From an optimization exercise on the open Yosys and OpenROAD flow, aimed at small area, a short achievable clock period and few clock cycles; shortcuts taken in it are not production practice. RTL that was checked went through simulation tests only; none was proved equivalent to the original.

==> flow/design.v <==
`timescale 1ns/10ps
module  SOBEL(clk,reset,busy,ready,iaddr,idata,cdata_rd,cdata_wr,caddr_rd,caddr_wr,cwr,crd,csel	);
input				clk;
input				reset;
output	reg 		busy;
input				ready;
output 	reg [16:0]		iaddr;
input  	[7:0]		idata;
input	[7:0]		cdata_rd;
output	reg [7:0]		cdata_wr;
output 	[15:0]		caddr_rd;
output 	reg [15:0]	caddr_wr;
output	reg         cwr;
output              crd;
output 	reg [1:0]	csel;
assign caddr_rd = 16'd0;
assign crd = 1'b0;
wire top = csel == 2'd3;
wire mid = csel == 2'd1;
wire bot = csel == 2'd2;
reg vnext;       
reg init;        
wire rowend = caddr_wr[7:0] == 8'd254;    
wire done   = top & cwr & (&caddr_wr);
reg [10:0] F;    
reg [9:0]  W;    
reg [9:0]  N;    
reg [10:0] G1;   
reg [10:0] G2;   
reg [8:0]  G3;   
reg [7:0]  ybuf;
wire [9:0] pix  = mid ? {1'b0, idata, 1'b0} : {2'b0, idata};
wire [7:0] xc = F[10]  ? 8'd0 : (|F[9:8])  ? 8'hff : F[7:0];
wire [7:0] yc = G1[10] ? 8'd0 : (|G1[9:8]) ? 8'hff : G1[7:0];
wire [8:0] csum = {1'b0, cdata_wr} + {1'b0, ybuf} + 9'd1;
always @(posedge clk) begin
    F  <= (top ? {1'b0, W} : F) - {1'b0, pix};
    N  <= (top ? 10'd0 : N) + pix;
    if (top) W <= N;
    if (top) begin
        G1 <= G2 + {3'b0, idata};
        G2 <= {{2{G3[8]}}, G3} + {2'b0, idata, 1'b0};
        G3 <= {1'b0, idata};
    end else if (bot) begin
        G1 <= G1 - {3'b0, idata};
        G2 <= G2 - {2'b0, idata, 1'b0};
        G3 <= G3 - {1'b0, idata};
    end
    cdata_wr <= top ? xc : ybuf;
    ybuf     <= top ? yc : csum[8:1];
end
always @(posedge clk or posedge reset) begin
    if (reset) begin
        busy     <= 1'b0;
        csel     <= 2'd3;
        iaddr    <= 17'd0;
        caddr_wr <= 16'd0;
        cwr      <= 1'b0;
        vnext    <= 1'b0;
        init     <= 1'b1;
    end else if (busy) begin
        csel  <= done ? 2'd0 : {csel[0] ^ csel[1], csel[1]};
        iaddr <= iaddr + (bot ? 17'h1FDFD : 17'd258) + {16'd0, bot & rowend};
        if (top) begin
            cwr      <= vnext & ~done;
            vnext    <= ~rowend & ~init;
            init     <= init & ~iaddr[0];
            if (cwr) caddr_wr <= caddr_wr + 16'd1;
            if (done) busy <= 1'b0;
        end
    end else begin
        busy <= ready & (csel != 2'd0);
    end
end
endmodule
==> flow/config.mk <==
export PLATFORM = sky130hd
export DESIGN_NAME = SOBEL
export DESIGN_NICKNAME = SOBEL
export VERILOG_FILES = /design/flow/design.v
export SDC_FILE = /design/flow/constraint.sdc
export NUM_CORES = 4
export LEC_CHECK = 0
export CAP_MARGIN = 20
export CORE_MARGIN = 2
export CORE_UTILIZATION = 40
export SLEW_MARGIN = 20
==> flow/constraint.sdc <==
create_clock -name core_clock -period 5.0 [get_ports {clk}]
set_input_delay 1.0000 -clock core_clock [delete_from_list [all_inputs] [get_ports {clk}]]
set_output_delay 1.0000 -clock core_clock [all_outputs]
set_load 0.01 [all_outputs]
run.sh (not shown) runs the stock make flow with config.mk's settings and CLKGATE_MAP_FILE= SYNTH_SCRIPT=/design/flow/synth_recipe.tcl, a recipe that flattens the netlist after the stock synthesis.
Testbench counts at the start, summed over its fixed seeds: cycles 789,540.
Then changed:
--- a/flow/design.v
+++ b/flow/design.v
@@ -13,6 +13,34 @@
 output	reg         cwr;
 output              crd;
 output 	reg [1:0]	csel;
+function [10:0] radd;
+    input [10:0] a;
+    input [10:0] b;
+    input        ci;
+    integer k;
+    reg c;
+    begin
+        c = ci;
+        for (k = 0; k < 11; k = k + 1) begin
+            radd[k] = a[k] ^ b[k] ^ c;
+            c = (a[k] & b[k]) | (c & (a[k] ^ b[k]));
+        end
+    end
+endfunction
+function [16:0] radd17;
+    input [16:0] a;
+    input [16:0] b;
+    input        ci;
+    integer k;
+    reg c;
+    begin
+        c = ci;
+        for (k = 0; k < 17; k = k + 1) begin
+            radd17[k] = a[k] ^ b[k] ^ c;
+            c = (a[k] & b[k]) | (c & (a[k] ^ b[k]));
+        end
+    end
+endfunction
 assign caddr_rd = 16'd0;
 assign crd = 1'b0;
 wire top = csel == 2'd3;
@@ -32,19 +60,19 @@
 wire [9:0] pix  = mid ? {1'b0, idata, 1'b0} : {2'b0, idata};
 wire [7:0] xc = F[10]  ? 8'd0 : (|F[9:8])  ? 8'hff : F[7:0];
 wire [7:0] yc = G1[10] ? 8'd0 : (|G1[9:8]) ? 8'hff : G1[7:0];
-wire [8:0] csum = {1'b0, cdata_wr} + {1'b0, ybuf} + 9'd1;
+wire [10:0] csum = radd({3'b0, cdata_wr}, {3'b0, ybuf}, 1'b1);
 always @(posedge clk) begin
-    F  <= (top ? {1'b0, W} : F) - {1'b0, pix};
-    N  <= (top ? 10'd0 : N) + pix;
+    F  <= radd(top ? {1'b0, W} : F, ~{1'b0, pix}, 1'b1);
+    N  <= radd({1'b0, top ? 10'd0 : N}, {1'b0, pix}, 1'b0);
     if (top) W <= N;
     if (top) begin
-        G1 <= G2 + {3'b0, idata};
-        G2 <= {{2{G3[8]}}, G3} + {2'b0, idata, 1'b0};
+        G1 <= radd(G2, {3'b0, idata}, 1'b0);
+        G2 <= radd({{2{G3[8]}}, G3}, {2'b0, idata, 1'b0}, 1'b0);
         G3 <= {1'b0, idata};
     end else if (bot) begin
-        G1 <= G1 - {3'b0, idata};
-        G2 <= G2 - {2'b0, idata, 1'b0};
-        G3 <= G3 - {1'b0, idata};
+        G1 <= radd(G1, ~{3'b0, idata}, 1'b1);
+        G2 <= radd(G2, ~{2'b0, idata, 1'b0}, 1'b1);
+        G3 <= radd({2'b0, G3}, ~{3'b0, idata}, 1'b1);
     end
     cdata_wr <= top ? xc : ybuf;
     ybuf     <= top ? yc : csum[8:1];
@@ -60,12 +88,12 @@
         init     <= 1'b1;
     end else if (busy) begin
         csel  <= done ? 2'd0 : {csel[0] ^ csel[1], csel[1]};
-        iaddr <= iaddr + (bot ? 17'h1FDFD : 17'd258) + {16'd0, bot & rowend};
+        iaddr <= radd17(iaddr, bot ? 17'h1FDFD : 17'd258, bot & rowend);
         if (top) begin
             cwr      <= vnext & ~done;
             vnext    <= ~rowend & ~init;
             init     <= init & ~iaddr[0];
-            if (cwr) caddr_wr <= caddr_wr + 16'd1;
+            if (cwr) caddr_wr <= radd17({1'b0, caddr_wr}, 17'd0, 1'b1);
             if (done) busy <= 1'b0;
         end
     end else begin
The new run finished but failed the layout checks on negative setup slack.
Via count drops by 36%.
Clock skew fell by 0.0067 ns.
Setup slack is worse by 2.9 ns.
Sequential share of layout area increases by 4.1 points.
Synthesized area shrinks by 17%.
Function not checked in the second run of this note: the RTL went through the layout flow alone.

---

Another version of the RTL of SOBEL (not shown whole).
For scale: ~640 cells after synthesis, about 81 I/O pins.
==> module SOBEL, before the edit <==
module  SOBEL(clk,reset,busy,ready,iaddr,idata,cdata_rd,cdata_wr,caddr_rd,caddr_wr,cwr,crd,csel	);
input				clk;
input				reset;
output	reg 		busy;
input				ready;
output 	reg [16:0]		iaddr;
input  	[7:0]		idata;
input	[7:0]		cdata_rd;
output	reg [7:0]		cdata_wr;
output 	[15:0]		caddr_rd;
output 	reg [15:0]	caddr_wr;
output	reg         cwr;
output              crd;
output 	reg [1:0]	csel;
function [11:0] add;
    input [11:0] a;
    input [11:0] b;
    input        ci;
    integer i, j;
    reg [11:0] p, g, x;
    begin
        x = a ^ b;
        p = x;
        g = a & b;
        g[0] = g[0] | (p[0] & ci);
        for (i = 1; i <= 4; i = i + 1)
            for (j = 2**i - 1; j < 12; j = j + 2**i) begin
                g[j] = g[j] | (p[j] & g[j - 2**(i-1)]);
                p[j] = p[j] & p[j - 2**(i-1)];
            end
        for (i = 4; i > 0; i = i - 1)
            for (j = 2**i + 2**(i-1) - 1; j < 12; j = j + 2**i) begin
                g[j] = g[j] | (p[j] & g[j - 2**(i-1)]);
                p[j] = p[j] & p[j - 2**(i-1)];
            end
        add = x ^ {g[10:0], ci};
    end
endfunction
assign caddr_rd = 16'd0;
assign crd = 1'b0;
wire rmid = csel == 2'd3;
wire rbot = csel == 2'd1;
wire top  = csel == 2'd3;
reg ptop;        
reg pbot;        
reg vnext;       
reg started;     
wire rowend = caddr_wr[7:0] == 8'd254;    
wire done   = top & cwr & (&caddr_wr);
reg [8:0]  idr;   
reg [9:0]  N;     
reg [9:0]  S1;    
reg [9:0]  S2;    
reg [8:0]  K;     
reg [8:0]  D1;    
reg [10:0] G2;    
reg [7:0]  ybuf;
wire [8:0]  d0  = ~K;                                    
wire [11:0] nsum = add({2'd0, ptop ? 10'd0 : N}, {3'd0, idr}, 1'b0);
wire [11:0] ksum = add({3'd0, K}, {3'd0, idr}, 1'b0);
wire [11:0] gx   = add({2'd0, S2}, ~{2'd0, N}, 1'b1);    
wire [11:0] gy   = add({1'b0, G2}, {3'd0, d0[8], d0[8], d0}, 1'b0);
wire [11:0] g2n  = add({3'd0, D1[8], D1[8], D1}, {2'd0, d0[8], d0, 1'b0}, 1'b0);
wire [11:0] csum = add({4'd0, cdata_wr}, {4'd0, ybuf}, 1'b1);
wire [7:0] xc = gx[10] ? 8'd0 : (|gx[9:8]) ? 8'hff : gx[7:0];
wire [7:0] yc = gy[10] ? 8'd0 : (|gy[9:8]) ? 8'hff : gy[7:0];
always @(posedge clk) begin
    idr <= rmid ? {idata, 1'b0} : {1'b0, idata};
    N <= nsum[9:0];
    if (ptop) begin
        S1 <= N;
        S2 <= S1;
        D1 <= d0;
        G2 <= g2n[10:0];
        K  <= ~idr;
    end else if (pbot) begin
        K  <= ksum[8:0];
    end
    cdata_wr <= ptop ? xc : ybuf;
    ybuf     <= ptop ? yc : csum[8:1];
end
always @(posedge clk or posedge reset) begin
    if (reset) begin
        busy     <= 1'b0;
        csel     <= 2'd0;
        ptop     <= 1'b0;
        pbot     <= 1'b0;
        iaddr    <= 17'd0;
        caddr_wr <= 16'd0;
        cwr      <= 1'b0;
        vnext    <= 1'b0;
        started  <= 1'b0;
    end else if (busy) begin
        csel  <= done ? 2'd0 : {~csel[1] | ~csel[0], csel[1]};
        ptop  <= csel == 2'd2;
        pbot  <= csel == 2'd1;
        iaddr <= rbot ? iaddr + 17'h1FDFD + {16'd0, rowend} : iaddr + 17'd258;
        if (top) begin
            cwr      <= vnext & ~done;
            vnext    <= ~rowend & started;
            started  <= started | iaddr[0];
            if (cwr) caddr_wr <= caddr_wr + 16'd1;
            if (done) busy <= 1'b0;
        end
    end else if (ready & ~started) begin
        busy <= 1'b1;
        csel <= 2'd2;
    end
end
endmodule
clock: 5.0 ns
lec_check: 0
cap_margin: 20
core_margin: 2
core_utilization: 40
cts_buf_list: sky130_fd_sc_hd__clkbuf_8
cts_cluster_size: 30
setup_slack_margin: 2.2
slew_margin: 20
standard.sh (not shown) runs the stock make flow with config.mk's settings and CLKGATE_MAP_FILE= SYNTH_SCRIPT=/design/flow/synth_recipe.tcl, a recipe that flattens the netlist after the stock synthesis.
==> flow/flow/run.sh <==
#!/bin/bash
# The standard layout, with plain buffers (instead of delay cells) on the
# input and output ports. Each tool's output goes to its own log here.
set -euo pipefail
export BUFFER_PORTS_ARGS="-buffer_cell sky130_fd_sc_hd__buf_2"
bash standard.sh > standard.log 2>&1
==> next run, changes <==
--- a/flow/design.v
+++ b/flow/design.v
@@ -13,30 +13,6 @@
 output	reg         cwr;
 output              crd;
 output 	reg [1:0]	csel;
-function [11:0] add;
-    input [11:0] a;
-    input [11:0] b;
-    input        ci;
-    integer i, j;
-    reg [11:0] p, g, x;
-    begin
-        x = a ^ b;
-        p = x;
-        g = a & b;
-        g[0] = g[0] | (p[0] & ci);
-        for (i = 1; i <= 4; i = i + 1)
-            for (j = 2**i - 1; j < 12; j = j + 2**i) begin
-                g[j] = g[j] | (p[j] & g[j - 2**(i-1)]);
-                p[j] = p[j] & p[j - 2**(i-1)];
-            end
-        for (i = 4; i > 0; i = i - 1)
-            for (j = 2**i + 2**(i-1) - 1; j < 12; j = j + 2**i) begin
-                g[j] = g[j] | (p[j] & g[j - 2**(i-1)]);
-                p[j] = p[j] & p[j - 2**(i-1)];
-            end
-        add = x ^ {g[10:0], ci};
-    end
-endfunction
 assign caddr_rd = 16'd0;
 assign crd = 1'b0;
 wire rmid = csel == 2'd3;
@@ -57,25 +33,25 @@
 reg [10:0] G2;    
 reg [7:0]  ybuf;
 wire [8:0]  d0  = ~K;                                    
-wire [11:0] nsum = add({2'd0, ptop ? 10'd0 : N}, {3'd0, idr}, 1'b0);
-wire [11:0] ksum = add({3'd0, K}, {3'd0, idr}, 1'b0);
-wire [11:0] gx   = add({2'd0, S2}, ~{2'd0, N}, 1'b1);    
-wire [11:0] gy   = add({1'b0, G2}, {3'd0, d0[8], d0[8], d0}, 1'b0);
-wire [11:0] g2n  = add({3'd0, D1[8], D1[8], D1}, {2'd0, d0[8], d0, 1'b0}, 1'b0);
-wire [11:0] csum = add({4'd0, cdata_wr}, {4'd0, ybuf}, 1'b1);
+wire [9:0]  nsum = (ptop ? 10'd0 : N) + {1'b0, idr};
+wire [8:0]  ksum = K + idr;
+wire [10:0] gx   = {1'b0, S2} - {1'b0, N};               
+wire [10:0] gy   = G2 + {{2{d0[8]}}, d0};
+wire [10:0] g2n  = {{2{D1[8]}}, D1} + {d0[8], d0, 1'b0};
+wire [8:0]  csum = {1'b0, cdata_wr} + {1'b0, ybuf} + 9'd1;
 wire [7:0] xc = gx[10] ? 8'd0 : (|gx[9:8]) ? 8'hff : gx[7:0];
 wire [7:0] yc = gy[10] ? 8'd0 : (|gy[9:8]) ? 8'hff : gy[7:0];
 always @(posedge clk) begin
     idr <= rmid ? {idata, 1'b0} : {1'b0, idata};
-    N <= nsum[9:0];
+    N <= nsum;
     if (ptop) begin
         S1 <= N;
         S2 <= S1;
         D1 <= d0;
-        G2 <= g2n[10:0];
+        G2 <= g2n;
         K  <= ~idr;
     end else if (pbot) begin
-        K  <= ksum[8:0];
+        K  <= ksum;
     end
     cdata_wr <= ptop ? xc : ybuf;
     ybuf     <= ptop ? yc : csum[8:1];
Result: The changed run finished clean; worst hold slack is about the same; first-iteration DRC count grows by 35%; synthesized cell count came out higher by 9.9%; via count rises by 12%; global-route usage is lower by 0.56 points.
Testbench counts after the change, summed over its fixed seeds: cycles 789,544.
No functional check of the RTL was part of the first run of this note.

[re-timing with driven ports]
The results above use ideal ports. As a check the final layouts listed here were re-extracted and re-timed, cells and wires unchanged.
Step 1 (the two cells are an assumption about what drives the block):
set clk [get_ports {clk}]
set_driving_cell -lib_cell sky130_fd_sc_hd__clkbuf_16 $clk
set_driving_cell -lib_cell sky130_fd_sc_hd__buf_2 [delete_from_list [all_inputs] $clk]
Step 2 also shifts input and output timing later by t, the mid clock arrival at the registers, as if the neighbouring blocks saw the same clock.
Three values: ideal, step 1, step 2; two values: the first two.
run	shift t [ns]	setup WS [ns]	worst setup path at the end	cell pins on the clock port's net
the first run of note 1	0.455	1.402 / 1.402 / 0.996	input to register	1
the second run of note 1	0.449	-1.512 / -1.512 / -1.512	register to register	1
the first run of note 2	0.470	2.182 / 2.182 / 2.182	register to register	1
the second run of note 2	0.464	2.366 / 2.366 / 2.366	register to register	1
For the first run of note 1, which loses most, drivers alone change the setup slack by 0.000 ns; drivers and shift together by -0.406 ns.
